Context: an optimization exercise on an open-source flow, tuned for small area, a short achievable clock period and few clock cycles. The choices shown serve that exercise and are no tape-out recipe. Only simulation tests tie the RTL to the original design; equivalence was not proved.

## run a
==> flow/design.v <==
module ram(
input wire clock,
input wire reset,
input wire we,             
input wire [5:0] wa,       
input wire [31:0] wd,      
input wire ext_we,         
input wire [5:0] ra,       
input wire [63:0] rsel,    
output wire [31:0] rd,     
output wire rvalid,        
output wire wvalid,        
output wire wnext          
);
reg [31:0] mem [0:63];
reg [6:0] hw;
always @(posedge clock) begin
    if (we) mem[wa] <= wd;
end
always @(posedge clock) begin
    if (reset) hw <= 7'd0;
    else if (ext_we & wnext) hw <= hw + 7'd1;
end
wire [63:0] wl = rsel;
reg [31:0] rdo;
integer i;
always @(*) begin
    rdo = 32'b0;
    for (i = 0; i < 64; i = i + 1)
        rdo = rdo | ({32{wl[i]}} & mem[i]);
end
assign rd = rdo;
assign rvalid = {1'b0, ra} < hw;
assign wvalid = {1'b0, wa} < hw;
assign wnext = {1'b0, wa} == hw;
endmodule
module alu(
input [31:0] aluA,
input [31:0] aluB,
input [15:0] valC,
input op_irm,
input op_add,
input op_sub,
input op_and,
input op_xor,
input en,                    
output [31:0] valE
);
wire [31:0] sum = aluA + (aluB ^ {32{op_sub}}) + {31'b0, op_sub};
assign valE = ({32{en & op_irm}} & {16'b0, valC}) |
              ({32{en & (op_add | op_sub)}} & sum) |
              ({32{en & op_and}} & (aluA & aluB)) |
              ({32{en & op_xor}} & (aluA ^ aluB));
endmodule
module regfile(
    input wire clock,
    input wire [5:0] we,        
    input wire [31:0] wd,
    input wire [5:0] selA,      
    input wire [5:0] selB,
    output wire [31:0] valA,
    output wire [31:0] valB,
    output reg [31:0] r0,
    output reg [31:0] r1,
    output reg [31:0] r2,
    output reg [31:0] r3,
    output reg [31:0] r4,
    output reg [31:0] r5
);
always @(posedge clock) begin
    if (we[0]) r0 <= wd;
    if (we[1]) r1 <= wd;
    if (we[2]) r2 <= wd;
    if (we[3]) r3 <= wd;
    if (we[4]) r4 <= wd;
    if (we[5]) r5 <= wd;
end
assign valA = ({32{selA[0]}} & r0) | ({32{selA[1]}} & r1) | ({32{selA[2]}} & r2) |
              ({32{selA[3]}} & r3) | ({32{selA[4]}} & r4) | ({32{selA[5]}} & r5);
assign valB = ({32{selB[0]}} & r0) | ({32{selB[1]}} & r1) | ({32{selB[2]}} & r2) |
              ({32{selB[3]}} & r3) | ({32{selB[4]}} & r4) | ({32{selB[5]}} & r5);
endmodule
module lsu #(parameter K = 4) (
input clock,
input clr,                  
input st_req,               
input [5:0] st_a,
input [31:0] st_d,
output st_stall,            
input drain_en,             
output drain_v,
output [5:0] drain_a,
output [31:0] drain_d,
input [5:0] ld_a,           
output ld_hit,
output [31:0] ld_d
);
reg [K-1:0] v;
reg [5:0] a [0:K-1];
reg [31:0] d [0:K-1];
assign st_stall = st_req & v[K-1];
wire st_go = st_req & ~v[K-1];
wire [K-1:0] drn1 = v & ~{1'b0, v[K-1:1]};
wire [K-1:0] drained = {K{drain_en}} & drn1;
wire [K-1:0] v_dr = v & ~drained;
integer i;
always @(posedge clock) begin
    if (clr) v <= {K{1'b0}};
    else if (st_go) v <= {v_dr[K-2:0], 1'b1};
    else v <= v_dr;
    if (st_go) begin
        a[0] <= st_a;
        d[0] <= st_d;
        for (i = 1; i < K; i = i + 1) begin
            a[i] <= a[i-1];
            d[i] <= d[i-1];
        end
    end
end
wire [K-1:0] ld_m;
genvar j;
generate for (j = 0; j < K; j = j + 1) begin : g
    assign ld_m[j] = v[j] & (a[j] == ld_a);
end endgenerate
reg [5:0] da;
reg [31:0] dd, ldd;
reg found;
integer k;
always @(*) begin
    da = 6'b0; dd = 32'b0;
    for (k = 0; k < K; k = k + 1) begin
        da = da | ({6{drn1[k]}} & a[k]);
        dd = dd | ({32{drn1[k]}} & d[k]);
    end
    ldd = 32'b0; found = 1'b0;
    for (k = 0; k < K; k = k + 1) begin
        if (ld_m[k] & ~found) begin
            ldd = d[k];
            found = 1'b1;
        end
    end
end
assign drain_v = |v;
assign drain_a = da;
assign drain_d = dd;
assign ld_hit = |ld_m;
assign ld_d = ldd;
endmodule
module processor(
    input wire clock,
    input wire reset,           
    input wire[8:0] addr,       
    input wire wEn,             
    input wire[31:0] wDat,      
    input wire working,
    output [31:0] r0,
    output [31:0] r1,
    output [31:0] r2,
    output [31:0] r3,
    output [31:0] r4,
    output [31:0] r5,
    output reg halted
);
    localparam SPEC = 1;        
    wire run_en = SPEC ? 1'b1 : working;
    reg [5:0] pc;
    reg wr_v, wr_ext;
    reg [5:0] wr_a;
    reg [31:0] wr_d;
    reg ir_v;
    reg op_irm, op_add, op_sub, op_and, op_xor, op_lw, op_sw, op_halt;
    reg [5:0] ra_oh, rb_oh;
    reg [15:0] valC;
    reg m_act;
    reg [5:0] lw_addr;
    reg [5:0] lw_dst;
    wire drain_v;
    wire [5:0] drain_a;
    wire [31:0] drain_d;
    wire [5:0] mem_ra = m_act ? lw_addr : pc;
    reg [63:0] rsel;            
    wire [31:0] rd;
    wire rvalid, wvalid, wnext;
    ram inst_ram(
        .clock(clock), .reset(reset),
        .we(wr_v), .wa(wr_a), .wd(wr_d), .ext_we(wr_v & wr_ext),
        .ra(mem_ra), .rsel(rsel), .rd(rd), .rvalid(rvalid), .wvalid(wvalid), .wnext(wnext)
    );
    wire restart = wr_v & wr_ext & wvalid;
    reg reset_r, working_r;
    always @(posedge clock) begin
        reset_r <= reset;
        working_r <= working & ~reset;
    end
    wire clr = reset_r | restart;
    wire wr_hit_ld = wr_v & (wr_a == lw_addr);
    wire wr_hit_pc = wr_v & (wr_a == pc);
    always @(posedge clock) begin
        if (reset) wr_v <= 1'b0;
        else if (~working) wr_v <= wEn;
        else wr_v <= drain_v & ~restart;
        wr_ext <= ~working;
        wr_a <= working ? drain_a : addr[5:0];
        wr_d <= working ? drain_d : wDat;
    end
    wire [31:0] valA, valB;
    wire [5:0] rf_we;
    wire [31:0] rf_wd;
    regfile inst_regfile(
        .clock(clock), .we(rf_we), .wd(rf_wd),
        .selA(ra_oh), .selB(rb_oh), .valA(valA), .valB(valB),
        .r0(r0), .r1(r1), .r2(r2), .r3(r3), .r4(r4), .r5(r5)
    );
    wire [31:0] valE;
    alu inst_alu(
        .aluA(valA), .aluB(valB), .valC(valC),
        .op_irm(op_irm), .op_add(op_add), .op_sub(op_sub), .op_and(op_and),
        .op_xor(op_xor), .en(~m_act & ~clr), .valE(valE)
    );
    wire [5:0] ea = valB[5:0] + valC[5:0];      
    wire e_act = ir_v & ~m_act & run_en;
    wire st_stall;
    wire e_go = e_act & ~op_halt & ~st_stall;
    wire e_wb = op_irm | op_add | op_sub | op_and | op_xor;
    wire [5:0] e_dst = op_irm ? rb_oh : ra_oh;
    wire ld_hit;
    wire [31:0] ld_d;
    lsu #(.K(4)) inst_lsu(
        .clock(clock), .clr(clr),
        .st_req(e_act & op_sw), .st_a(ea), .st_d(valA), .st_stall(st_stall),
        .drain_en(working & ~restart), .drain_v(drain_v), .drain_a(drain_a), .drain_d(drain_d),
        .ld_a(lw_addr), .ld_hit(ld_hit), .ld_d(ld_d)
    );
    wire wr_ok = wr_hit_ld & (~wr_ext | wnext | working_r);
    wire m_go = m_act & (ld_hit | wr_ok | (rvalid & ~wr_hit_ld) | working_r);
    assign rf_we = {6{clr}} | (m_act ? ({6{m_go}} & lw_dst) : ({6{e_go & e_wb}} & e_dst));
    assign rf_wd = ({32{m_act & ~clr}} & (ld_hit ? ld_d : wr_hit_ld ? wr_d : rd)) | valE;
    wire f_halt;
    wire f_go = ~m_act & run_en & (~ir_v | e_go) & (rvalid | working_r) & ~wr_hit_pc;
    always @(posedge clock) begin
        if (clr) begin
            pc <= 6'd0;
            ir_v <= 1'b0;
            m_act <= 1'b0;
        end
        else begin
            if (f_go) begin
                pc <= pc + 6'd1;
                ir_v <= 1'b1;
            end
            else if (e_go)
                ir_v <= 1'b0;
            if (e_go & op_lw)
                m_act <= 1'b1;
            else if (m_go)
                m_act <= 1'b0;
        end
    end
    assign f_halt = f_go & (rd == 32'h0) & (~ir_v | ~op_lw);
    wire [63:0] dec_pc = 64'b1 << pc;
    wire [63:0] dec_ea = 64'b1 << ea;
    always @(posedge clock) begin
        if (f_go) begin
            op_irm  <= (rd[31:24] == 8'h10);
            op_add  <= (rd[31:24] == 8'h20);
            op_sub  <= (rd[31:24] == 8'h21);
            op_and  <= (rd[31:24] == 8'h32);
            op_xor  <= (rd[31:24] == 8'h33);
            op_lw   <= (rd[31:24] == 8'h40);
            op_sw   <= (rd[31:24] == 8'h41);
            op_halt <= (rd == 32'h0);
            ra_oh   <= 6'b1 << rd[23:20];
            rb_oh   <= 6'b1 << rd[19:16];
            valC    <= rd[15:0];
        end
        if (clr) rsel <= 64'b1;
        else if (e_go & op_lw) rsel <= dec_ea;
        else if (m_act & ~m_go) rsel <= rsel;
        else if (f_go) rsel <= {dec_pc[62:0], dec_pc[63]};
        else rsel <= dec_pc;
        if (e_go & op_lw) begin
            lw_addr <= ea;
            lw_dst <= ra_oh;
        end
    end
    always @(posedge clock) begin
        if (reset) halted <= 1'b0;
        else if (working & ~restart & ~reset_r & ((e_act & op_halt) | f_halt)) halted <= 1'b1;
    end
endmodule
export LEC_CHECK = 0
export ABC_CLOCK_PERIOD_IN_PS = 3500
export CAP_MARGIN = 30
export CORE_MARGIN = 2
export CORE_UTILIZATION = 40
export CTS_CLUSTER_DIAMETER = 80
export CTS_CLUSTER_SIZE = 30
export SLEW_MARGIN = 30
create_clock -name core_clock -period 10.0 [get_ports {clock}]
standard.sh (not shown) runs the stock make flow with config.mk's settings and CLKGATE_MAP_FILE= SYNTH_SCRIPT=/design/flow/synth_recipe.tcl, a recipe that flattens the netlist after the stock synthesis.
==> flow/flow/run.sh <==
#!/bin/bash
# Own flow: the standard layout (standard.sh, ORFS unchanged, standard synthesis),
# with a larger setup-slack target for ORFS's timing repair and clock tree
# synthesis without dummy loads, and buf_2 as the port buffers. Each run's full output goes to a log file here.
set -euo pipefail
bash standard.sh \
  SETUP_SLACK_MARGIN=6.5 \
  "BUFFER_PORTS_ARGS=-buffer_cell sky130_fd_sc_hd__buf_2" \
  "CTS_ARGS=-sink_clustering_enable -repair_clock_nets -sink_clustering_size 30 -sink_clustering_max_diameter 80 -dont_use_dummy_load" \
  finish > flow_finish.log 2>&1
Run a reached the end of the flow, and the finished layout is clean on the timing, design-rule and antenna checks.
Testbench counts of run a, summed over its fixed seeds: cycles 11,458.
## Diff of input files: run b against run a
- CAP_MARGIN: 30 -> 20
- SLEW_MARGIN: 30 -> 20
==> flow/flow/run.sh <==
#!/bin/bash
# Own flow: the standard layout (standard.sh, ORFS unchanged, standard synthesis),
# with a larger setup-slack target for ORFS's timing repair and clock tree
# synthesis without dummy loads. Each run's full output goes to a log file here.
set -euo pipefail
bash standard.sh \
  SETUP_SLACK_MARGIN=6.5 \
  "CTS_ARGS=-sink_clustering_enable -repair_clock_nets -sink_clustering_size 30 -sink_clustering_max_diameter 80 -dont_use_dummy_load" \
  finish > flow_finish.log 2>&1
[summary]
Re actual transition at the worst max-transition pin: run b is 0.097 ns up on run a. Run a → run b: design area grew by about 2.2%; number of signal-net buffers in the layout grew by 29%; global-route usage grew by 0.34 points; die width held steady.

[re-timing with driven ports]
How much do the figures lean on ideal ports? The routed layouts below were timed once more, with nothing changed but the port constraints. Step 1 assumes that a clkbuf_16 drives the clock port and a buf_2 every other input. Step 2 adds t to the input delays and takes it off the output delays; t is the mean of the earliest and latest rising clock arrival at the registers after step 1. Input paths then give back, and output paths get back, about the clock's delay inside the block. a / b / c = ideal ports / drivers / drivers and shift; a / b = the first two.
run | shift t [ns] | setup WS [ns] | worst setup path at the end
run a | 0.887 | 6.002 / 6.002 / 6.002 | register to register
run b | 0.885 | 6.049 / 6.049 / 6.049 | register to register
After both steps setup and hold are still met in every run listed.
